From an optimization exercise on the open Yosys and OpenROAD flow, aimed at small area and a short achievable clock period; shortcuts taken in it are not production practice. Only simulation tests tie the RTL to the original design; equivalence was not proved.

==> inputs of run a <==
Design pipeline_riscv, start of the top module:
module pipeline_riscv(
    input clk,
    input reset_n,
    output [31:0] imem_addr,
    input [31:0] imem_data,
    output [14:0] dmem_addr,
    input [31:0] dmem_rdata,
    output dmem_we,
    output [3:0] dmem_wstrb,
    output [31:0] dmem_wdata,
    output [31:0] write_back_value,
    output [4:0] write_back_register
);
    localparam [1:0] WB_NORMAL = 2'b00, WB_LOAD = 2'b01, WB_JAL = 2'b10, WB_HICCUP = 2'b11;
    localparam [1:0] DM_NONE = 2'b00, DM_BYTE = 2'b01, DM_HWORD = 2'b10, DM_WORD = 2'b11;
    function [32:0] add32;
        input [31:0] a;
        input [31:0] b;
        input ci;
        reg [31:0] g, p, p0;
        integer i, k;
        begin
            p0 = a ^ b;
            g = a & b;
            p = p0;
            g[0] = g[0] | (p0[0] & ci);
            for (k = 1; k < 32; k = k * 2)
                for (i = 31; i >= 0; i = i - 1)
                    if (i & k) begin
                        g[i] = g[i] | (p[i] & g[(i & ~(k - 1)) - 1]);
                        p[i] = p[i] & p[(i & ~(k - 1)) - 1];
                    end
            add32 = {g[31], p0 ^ {g[30:0], ci}};
        end
    endfunction
    reg [31:0] pc;         
    reg [31:0] f_ir;       
    reg [31:0] f_pc;       
  ...
export LEC_CHECK = 0
export CAP_MARGIN = 20
export CORE_MARGIN = 2
export CORE_UTILIZATION = 40
export SLEW_MARGIN = 20
create_clock -name core_clock -period 16.0 [get_ports {clk}]
standard.sh (not shown) runs the stock make flow with config.mk's settings and CLKGATE_MAP_FILE= SYNTH_SCRIPT=/design/flow/synth_recipe.tcl, a recipe that flattens the netlist after the stock synthesis.
==> flow/flow/run.sh <==
#!/bin/bash
set -euo pipefail
bash standard.sh CORE_UTILIZATION=55 CTS_BUF_LIST=sky130_fd_sc_hd__clkbuf_8 SLEW_MARGIN=10 CAP_MARGIN=10 SETUP_SLACK_MARGIN=8.5 "BUFFER_PORTS_ARGS=-buffer_cell sky130_fd_sc_hd__buf_2" finish > standard_flow.log 2>&1
==> run b (differences from run a) <==
--- a/flow/design.v
+++ b/flow/design.v
@@ -1,8 +1,22 @@
+module wb_ao6(
+    input [5:0] s,
+    input [5:0] v,
+    output y
+);
+    assign y = |(s & v);
+endmodule
+module wb_ao7(
+    input [6:0] s,
+    input [6:0] v,
+    output y
+);
+    assign y = |(s & v);
+endmodule
 module pipeline_riscv(
     input clk,
     input reset_n,
     output [31:0] imem_addr,
     input [31:0] imem_data,
     output [14:0] dmem_addr,
     input [31:0] dmem_rdata,
     output dmem_we,
@@ -136,16 +150,17 @@
                 3'b011: d_op = (d_f1 || f7 == 7'b0000000) ? 5'b01100 : 5'b00000;
                 3'b100: d_op = (d_f1 || f7 == 7'b0000000) ? 5'b00101 : 5'b00000;
                 3'b101: d_op = (f7 == 7'b0000000) ? 5'b10011 : (f7 == 7'b0100000) ? 5'b10010 : 5'b00000;
                 3'b110: d_op = (d_f1 || f7 == 7'b0000000) ? 5'b00100 : 5'b00000;
                 default: d_op = (d_f1 || f7 == 7'b0000000) ? 5'b00110 : 5'b00000;
             endcase
         end
     end
+    wire d_sub = d_op == 5'b00001 || d_op[4:3] == 2'b01;
     wire [1:0] d_ws = (d_store && f3 == 3'b000) ? DM_BYTE :
                       (d_store && f3 == 3'b001) ? DM_HWORD :
                       (d_store && f3 == 3'b010) ? DM_WORD : DM_NONE;
     wire d_ldok = d_load && f3[1:0] != 2'b11;
     wire [1:0] d_rs = d_ldok ? (f3[1:0] == 2'b00 ? DM_BYTE : f3[1:0] == 2'b01 ? DM_HWORD : DM_WORD) : DM_NONE;
     wire d_ls = d_ldok && !f3[2];
     wire [31:0] alu_out;
     wire [31:0] wbv;
@@ -166,36 +181,36 @@
     wire [31:0] fwd_a = (r_fwd && r_rd == ra) ? alu_out : (e_fwd && e_wbr == ra) ? wbv : rf_a;
     wire [31:0] fwd_b = (r_fwd && r_rd == rb) ? alu_out : (e_fwd && e_wbr == rb) ? wbv : rf_b;
     wire fl = r_jalr ? 1'b0 : e_mis ? 1'b1 : !f_phic ? 1'b0 : fl_prev;
     wire jalr_n = d_jalr && f_wbt != WB_HICCUP;
     wire [32:0] x_s = add32(f_pc, d_br ? d_imm : 32'd4, 1'b0);
     wire [31:0] x_n = d_store ? fwd_b : x_s[31:0];
     always @(posedge clk) begin
         r_a <= d_pfa ? f_pc : fwd_a;
-        r_b <= d_ifb ? d_imm : fwd_b;
+        r_b <= (d_ifb ? d_imm : fwd_b) ^ {32{d_sub}};
         r_x <= x_n;
         r_op <= d_op;
-        r_sub <= d_op != 5'b00000;
+        r_sub <= d_sub;
         r_cb <= d_br;
         r_ws <= d_ws;
         r_rs <= d_rs;
         r_ls <= d_ls;
         r_rd <= d_rd;
         r_wbt <= fl ? WB_HICCUP : f_wbt;
         r_jalr <= jalr_n;
         fl_prev <= fl;
     end
     always @(posedge clk or negedge reset_n) begin
         if (!reset_n) r_ret <= 1'b0;
         else if (d_jalr) r_ret <= f_wbt != WB_HICCUP && f_ir[11:7] == 5'd0;
     end
-    assign sum = add32(r_a, r_b ^ {32{r_sub}}, r_sub);
-    wire eq = r_a == r_b;
-    wire lt = (r_a[31] ^ r_b[31]) ? r_a[31] : sum[31];
+    assign sum = add32(r_a, r_b, r_sub);
+    wire eq = sum[31:0] == 32'd0;
+    wire lt = (r_a[31] ^ ~r_b[31]) ? r_a[31] : sum[31];
     wire geu = sum[32];
     wire cmp = (r_op[2:1] == 2'b00 ? eq : r_op[2:1] == 2'b01 ? lt : geu) ^ r_op[0];
     wire shl = r_op[1] == 1'b0;
     reg [31:0] sh_in, sh_rev;
     integer k;
     always @(*) for (k = 0; k < 32; k = k + 1) sh_in[k] = shl ? r_a[31 - k] : r_a[k];
     wire [31:0] sh_o = sh_in >> r_b[4:0];
     always @(*) for (k = 0; k < 32; k = k + 1) sh_rev[k] = shl ? sh_o[31 - k] : sh_o[k];
@@ -261,21 +276,17 @@
     end
     assign dmem_addr = e_res[16:2];
     assign dmem_we = e_we;
     assign dmem_wdata = e_wd;
     assign dmem_wstrb = e_ws == DM_BYTE ? (4'b1000 >> e_res[1:0]) :
                         e_ws == DM_HWORD ? (e_res[1] ? 4'b0011 : 4'b1100) :
                         e_ws == DM_WORD ? 4'b1111 : 4'b0000;
     wire [31:0] d = dmem_rdata;
-    wire bsign = e_bs31 & d[31] | e_bs23 & d[23] | e_bs15 & d[15] | e_bs7 & d[7];
-    wire hsign = e_hs31 & d[31] | e_hs23 & d[23] | e_hs15 & d[15] | e_hs7 & d[7];
     wire [7:0] lane0 = {8{e_l0_31}} & d[31:24] | {8{e_l0_23}} & d[23:16] | {8{e_l0_15}} & d[15:8] | {8{e_l0_7}} & d[7:0];
-    wire [7:0] lane1 = {8{e_l1_23}} & d[23:16] | {8{e_l1_7}} & d[7:0] | {8{bsign}};
-    wire [15:0] lane23 = {16{e_w}} & {d[7:0], d[15:8]} | {16{hsign}};
     reg [31:0] ldata;
     reg [7:0] lb;
     always @(*) begin
         case (e_res[1:0])
             2'b00: lb = d[31:24];
             2'b01: lb = d[23:16];
             2'b10: lb = d[15:8];
             default: lb = d[7:0];
@@ -283,13 +294,29 @@
         case (e_rs)
             DM_BYTE: ldata = {{24{e_ls & lb[7]}}, lb};
             DM_HWORD: ldata = e_res[1] ? {{16{e_ls & d[7]}}, d[7:0], d[15:8]} : {{16{e_ls & d[23]}}, d[23:16], d[31:24]};
             DM_WORD: ldata = {d[7:0], d[15:8], d[23:16], d[31:24]};
             default: ldata = 32'd0;
         endcase
     end
     assign wbv = e_nl ? e_res : ldata;
-    assign write_back_value = {lane23, lane1, lane0} | ({32{e_nl}} & e_res);
+    wire [31:0] wd_sw = {d[7:0], d[15:8], d[23:16], d[31:24]};
+    wire [31:0] wbo;
+    assign wbo[7:0] = lane0 | ({8{e_nl}} & e_res[7:0]);
+    genvar gk;
+    generate
+        for (gk = 8; gk < 16; gk = gk + 1) begin : wbl1
+            wb_ao7 u(.s({e_l1_23, e_l1_7, e_nl, e_bs31, e_bs23, e_bs15, e_bs7}),
+                     .v({d[gk + 8], d[gk - 8], e_res[gk], d[31], d[23], d[15], d[7]}),
+                     .y(wbo[gk]));
+        end
+        for (gk = 16; gk < 32; gk = gk + 1) begin : wbl2
+            wb_ao6 u(.s({e_w, e_nl, e_hs31, e_hs23, e_hs15, e_hs7}),
+                     .v({wd_sw[gk], e_res[gk], d[31], d[23], d[15], d[7]}),
+                     .y(wbo[gk]));
+        end
+    endgenerate
+    assign write_back_value = wbo;
     assign write_back_register = e_wbr;
     always @(posedge clk)
         if (e_wbr != 5'd0) rf[e_wbr] <= wbv;
 endmodule
==> flow/flow/run.sh (replaced) <==
#!/bin/bash
set -euo pipefail
bash standard.sh SYNTH_HIERARCHICAL=1 SYNTH_MINIMUM_KEEP_SIZE=0 CORE_UTILIZATION=55 CTS_BUF_LIST=sky130_fd_sc_hd__clkbuf_8 SETUP_SLACK_MARGIN=8.5 "BUFFER_PORTS_ARGS=-buffer_cell sky130_fd_sc_hd__buf_2" finish > standard_flow.log 2>&1
==> flow/config.mk (replaced) <==
export PLATFORM = sky130hd
export DESIGN_NAME = pipeline_riscv
export DESIGN_NICKNAME = pipeline_riscv
export VERILOG_FILES = /design/flow/design.v
export SDC_FILE = /design/flow/constraint.sdc
export NUM_CORES = 4
export LEC_CHECK = 0
export CAP_MARGIN = 20
export CORE_MARGIN = 2
export CORE_UTILIZATION = 55
export SLEW_MARGIN = 20
export SYNTH_HIERARCHICAL = 1
export SYNTH_MINIMUM_KEEP_SIZE = 0
==> run c (differences from run a) <==
--- a/flow/design.v
+++ b/flow/design.v
@@ -8,36 +8,16 @@
     output dmem_we,
     output [3:0] dmem_wstrb,
     output [31:0] dmem_wdata,
     output [31:0] write_back_value,
     output [4:0] write_back_register
 );
     localparam [1:0] WB_NORMAL = 2'b00, WB_LOAD = 2'b01, WB_JAL = 2'b10, WB_HICCUP = 2'b11;
     localparam [1:0] DM_NONE = 2'b00, DM_BYTE = 2'b01, DM_HWORD = 2'b10, DM_WORD = 2'b11;
-    function [32:0] add32;
-        input [31:0] a;
-        input [31:0] b;
-        input ci;
-        reg [31:0] g, p, p0;
-        integer i, k;
-        begin
-            p0 = a ^ b;
-            g = a & b;
-            p = p0;
-            g[0] = g[0] | (p0[0] & ci);
-            for (k = 1; k < 32; k = k * 2)
-                for (i = 31; i >= 0; i = i - 1)
-                    if (i & k) begin
-                        g[i] = g[i] | (p[i] & g[(i & ~(k - 1)) - 1]);
-                        p[i] = p[i] & p[(i & ~(k - 1)) - 1];
-                    end
-            add32 = {g[31], p0 ^ {g[30:0], ci}};
-        end
-    endfunction
     reg [31:0] pc;         
     reg [31:0] f_ir;       
     reg [31:0] f_pc;       
     reg [1:0]  f_wbt;      
     reg        f_pload;    
     reg        f_phic;     
     reg [31:0] r_a;        
     reg [31:0] r_b;        
@@ -60,47 +40,42 @@
     reg [4:0]  e_wbr;      
     reg        e_jal;      
     reg        e_nl;       
     reg        e_l0_31, e_l0_23, e_l0_15, e_l0_7;    
     reg        e_l1_23, e_l1_7;                      
     reg        e_bs31, e_bs23, e_bs15, e_bs7;        
     reg        e_w;                                  
     reg        e_hs31, e_hs23, e_hs15, e_hs7;        
-    reg [1:0]  e_rs;       
-    reg        e_ls;       
     reg        fl_prev;    
     reg [31:0] rf [1:31];
-    wire [32:0] sum;
-    wire [31:0] cur_pc = r_jalr ? sum[31:0] : pc;
-    assign imem_addr = cur_pc;
+    assign imem_addr = pc;
     wire [31:0] ins = {imem_data[7:0], imem_data[15:8], imem_data[23:16], imem_data[31:24]};
     wire in_load = ins[6:0] == 7'b0000011;
     wire in_jal  = ins[6:0] == 7'b1101111;
     wire in_jl   = in_jal || ins[6:0] == 7'b1100111;
     wire [31:0] in_immj = {{11{ins[31]}}, ins[31], ins[19:12], ins[20], ins[30:21], 1'b0};
     wire f_isjalr = f_ir[6:0] == 7'b1100111;
     wire need_hiccup = (!f_phic && ((f_pload && (f_ir[11:7] == ins[19:15] || f_ir[11:7] == ins[24:20])) || f_isjalr)) || r_ret;
     wire phic_n = f_phic ? 1'b0 : need_hiccup;
-    wire [32:0] ppc_s = add32(cur_pc, in_jal ? in_immj : 32'd4, 1'b0);
-    wire [31:0] ppc = ppc_s[31:0];
+    wire [31:0] ppc = pc + (in_jal ? in_immj : 32'd4);
     always @(posedge clk or negedge reset_n) begin
         if (!reset_n) begin
             f_wbt <= WB_HICCUP;
             f_pload <= 1'b0;
             f_phic <= 1'b0;
         end else begin
             f_wbt <= need_hiccup ? WB_HICCUP : (in_jl ? WB_JAL : in_load ? WB_LOAD : WB_NORMAL);
             f_pload <= in_load;
             f_phic <= phic_n;
         end
     end
     always @(posedge clk) begin
         f_ir <= ins;
-        f_pc <= cur_pc;
+        f_pc <= pc;
     end
     wire [6:0] op = f_ir[6:0];
     wire [2:0] f3 = f_ir[14:12];
     wire [6:0] f7 = f_ir[31:25];
     wire d_lui = op == 7'b0110111, d_auipc = op == 7'b0010111, d_jal = op == 7'b1101111, d_jalr = op == 7'b1100111;
     wire d_br = op == 7'b1100011, d_load = op == 7'b0000011, d_store = op == 7'b0100011;
     wire d_f1 = op == 7'b0010011, d_f2 = op == 7'b0110011;
     wire ft_u = d_lui | d_auipc;
@@ -162,18 +137,17 @@
         end
     end
     wire r_fwd = r_wbt == WB_NORMAL && r_rd != 5'd0;
     wire e_fwd = !e_jal && e_wbr != 5'd0;
     wire [31:0] fwd_a = (r_fwd && r_rd == ra) ? alu_out : (e_fwd && e_wbr == ra) ? wbv : rf_a;
     wire [31:0] fwd_b = (r_fwd && r_rd == rb) ? alu_out : (e_fwd && e_wbr == rb) ? wbv : rf_b;
     wire fl = r_jalr ? 1'b0 : e_mis ? 1'b1 : !f_phic ? 1'b0 : fl_prev;
     wire jalr_n = d_jalr && f_wbt != WB_HICCUP;
-    wire [32:0] x_s = add32(f_pc, d_br ? d_imm : 32'd4, 1'b0);
-    wire [31:0] x_n = d_store ? fwd_b : x_s[31:0];
+    wire [31:0] x_n = d_store ? fwd_b : f_pc + (d_br ? d_imm : 32'd4);
     always @(posedge clk) begin
         r_a <= d_pfa ? f_pc : fwd_a;
         r_b <= d_ifb ? d_imm : fwd_b;
         r_x <= x_n;
         r_op <= d_op;
         r_sub <= d_op != 5'b00000;
         r_cb <= d_br;
         r_ws <= d_ws;
@@ -183,17 +157,17 @@
         r_wbt <= fl ? WB_HICCUP : f_wbt;
         r_jalr <= jalr_n;
         fl_prev <= fl;
     end
     always @(posedge clk or negedge reset_n) begin
         if (!reset_n) r_ret <= 1'b0;
         else if (d_jalr) r_ret <= f_wbt != WB_HICCUP && f_ir[11:7] == 5'd0;
     end
-    assign sum = add32(r_a, r_b ^ {32{r_sub}}, r_sub);
+    wire [32:0] sum = {1'b0, r_a} + {1'b0, r_b ^ {32{r_sub}}} + {32'd0, r_sub};
     wire eq = r_a == r_b;
     wire lt = (r_a[31] ^ r_b[31]) ? r_a[31] : sum[31];
     wire geu = sum[32];
     wire cmp = (r_op[2:1] == 2'b00 ? eq : r_op[2:1] == 2'b01 ? lt : geu) ^ r_op[0];
     wire shl = r_op[1] == 1'b0;
     reg [31:0] sh_in, sh_rev;
     integer k;
     always @(*) for (k = 0; k < 32; k = k + 1) sh_in[k] = shl ? r_a[31 - k] : r_a[k];
@@ -246,50 +220,33 @@
         e_bs23 <= r_ls & lb1;
         e_bs15 <= r_ls & lb2;
         e_bs7 <= r_ls & lb3;
         e_w <= lw;
         e_hs31 <= r_ls & lb0;
         e_hs23 <= r_ls & (lb1 | lh0);
         e_hs15 <= r_ls & lb2;
         e_hs7 <= r_ls & (lb3 | lh1);
-        e_rs <= r_rs;
-        e_ls <= r_ls;
-    end
-    wire [31:0] pc_n = mis_n ? r_x : phic_n ? cur_pc : ppc;
+    end
+    wire [31:0] jt_n = fwd_a + d_imm;
+    wire [31:0] pc_n = jalr_n ? jt_n : mis_n ? r_x : phic_n ? pc : ppc;
     always @(posedge clk or negedge reset_n) begin
         if (!reset_n) pc <= 32'd0;
         else pc <= pc_n;
     end
     assign dmem_addr = e_res[16:2];
     assign dmem_we = e_we;
     assign dmem_wdata = e_wd;
     assign dmem_wstrb = e_ws == DM_BYTE ? (4'b1000 >> e_res[1:0]) :
                         e_ws == DM_HWORD ? (e_res[1] ? 4'b0011 : 4'b1100) :
                         e_ws == DM_WORD ? 4'b1111 : 4'b0000;
     wire [31:0] d = dmem_rdata;
     wire bsign = e_bs31 & d[31] | e_bs23 & d[23] | e_bs15 & d[15] | e_bs7 & d[7];
     wire hsign = e_hs31 & d[31] | e_hs23 & d[23] | e_hs15 & d[15] | e_hs7 & d[7];
     wire [7:0] lane0 = {8{e_l0_31}} & d[31:24] | {8{e_l0_23}} & d[23:16] | {8{e_l0_15}} & d[15:8] | {8{e_l0_7}} & d[7:0];
     wire [7:0] lane1 = {8{e_l1_23}} & d[23:16] | {8{e_l1_7}} & d[7:0] | {8{bsign}};
     wire [15:0] lane23 = {16{e_w}} & {d[7:0], d[15:8]} | {16{hsign}};
-    reg [31:0] ldata;
-    reg [7:0] lb;
-    always @(*) begin
-        case (e_res[1:0])
-            2'b00: lb = d[31:24];
-            2'b01: lb = d[23:16];
-            2'b10: lb = d[15:8];
-            default: lb = d[7:0];
-        endcase
-        case (e_rs)
-            DM_BYTE: ldata = {{24{e_ls & lb[7]}}, lb};
-            DM_HWORD: ldata = e_res[1] ? {{16{e_ls & d[7]}}, d[7:0], d[15:8]} : {{16{e_ls & d[23]}}, d[23:16], d[31:24]};
-            DM_WORD: ldata = {d[7:0], d[15:8], d[23:16], d[31:24]};
-            default: ldata = 32'd0;
-        endcase
-    end
-    assign wbv = e_nl ? e_res : ldata;
-    assign write_back_value = {lane23, lane1, lane0} | ({32{e_nl}} & e_res);
+    assign wbv = {lane23, lane1, lane0} | ({32{e_nl}} & e_res);
+    assign write_back_value = wbv;
     assign write_back_register = e_wbr;
     always @(posedge clk)
         if (e_wbr != 5'd0) rf[e_wbr] <= wbv;
 endmodule
==> flow/run.sh (new file) <==
#!/bin/bash
# synth_recipe.tcl (not shown) runs the flow's synth.tcl, then flattens the netlist and writes it again
# the make line also repeats each setting of config.mk as NAME=value (left out here)
make -C /OpenROAD-flow-scripts/flow DESIGN_CONFIG=/design/flow/config.mk WORK_HOME=/design/flow/orfs CLKGATE_MAP_FILE= SYNTH_SCRIPT=/design/flow/synth_recipe.tcl finish
removed: flow/flow/run.sh
removed: flow/standard.sh
==> run d (differences from run a) <==
==> flow/flow/run.sh (replaced) <==
#!/bin/bash
set -euo pipefail
bash standard.sh CORE_UTILIZATION=55 CTS_BUF_LIST=sky130_fd_sc_hd__clkbuf_8 SETUP_SLACK_MARGIN=8.5 "BUFFER_PORTS_ARGS=-buffer_cell sky130_fd_sc_hd__buf_2" finish > standard_flow.log 2>&1
==> notes.md <==
Run c went through all stages and came out clean. Run b finished with capacitance limit, slew limit left. Run a completed with no timing, DRC or antenna violations. Run d finished with timing, DRC and antenna clean. Routed wire length, highest first: run c, run a, run b, run d. In run d the die area is smaller than in run c, by about 30%. Sequential share of layout area: run c < run a < run d < run b. Against run b, the synthesized cell count of run a is smaller by about 1.3%.

-- port drivers added, routing unchanged --
How much do the figures lean on ideal ports? The routed layouts below were timed once more, with nothing changed but the port constraints.
Step 1, drivers: a clkbuf_16 drives clk and a buf_2 each remaining input, both assumed.
Step 2, shift: input delay + t, output delay - t, t = (earliest + latest rising clock arrival at the registers) / 2. This alone moves slack from input paths to output paths.
Slacks: ideal / step 1 / step 2; pairs: ideal / step 1.
run	t (ns)	setup WS [ns]	hold slack, ns	worst register clock-pin slew, ns	pins driven straight from the clock port
run a	1.050	8.295 / 8.233 / 8.233	0.387 / 0.387 / 0.387	0.07 / 0.07	1
run b	0.981	8.527 / 8.457 / 8.465	0.422 / 0.422 / 0.422	0.08 / 0.08	1
run c	0.891	7.025 / 7.005 / 6.473	0.421 / 0.421 / 0.421	0.07 / 0.07	1
run d	1.020	8.296 / 8.239 / 8.239	0.395 / 0.395 / 0.395	0.07 / 0.07	1
For run c, which loses most, drivers alone change the setup slack by -0.020 ns; drivers and shift together by -0.552 ns.
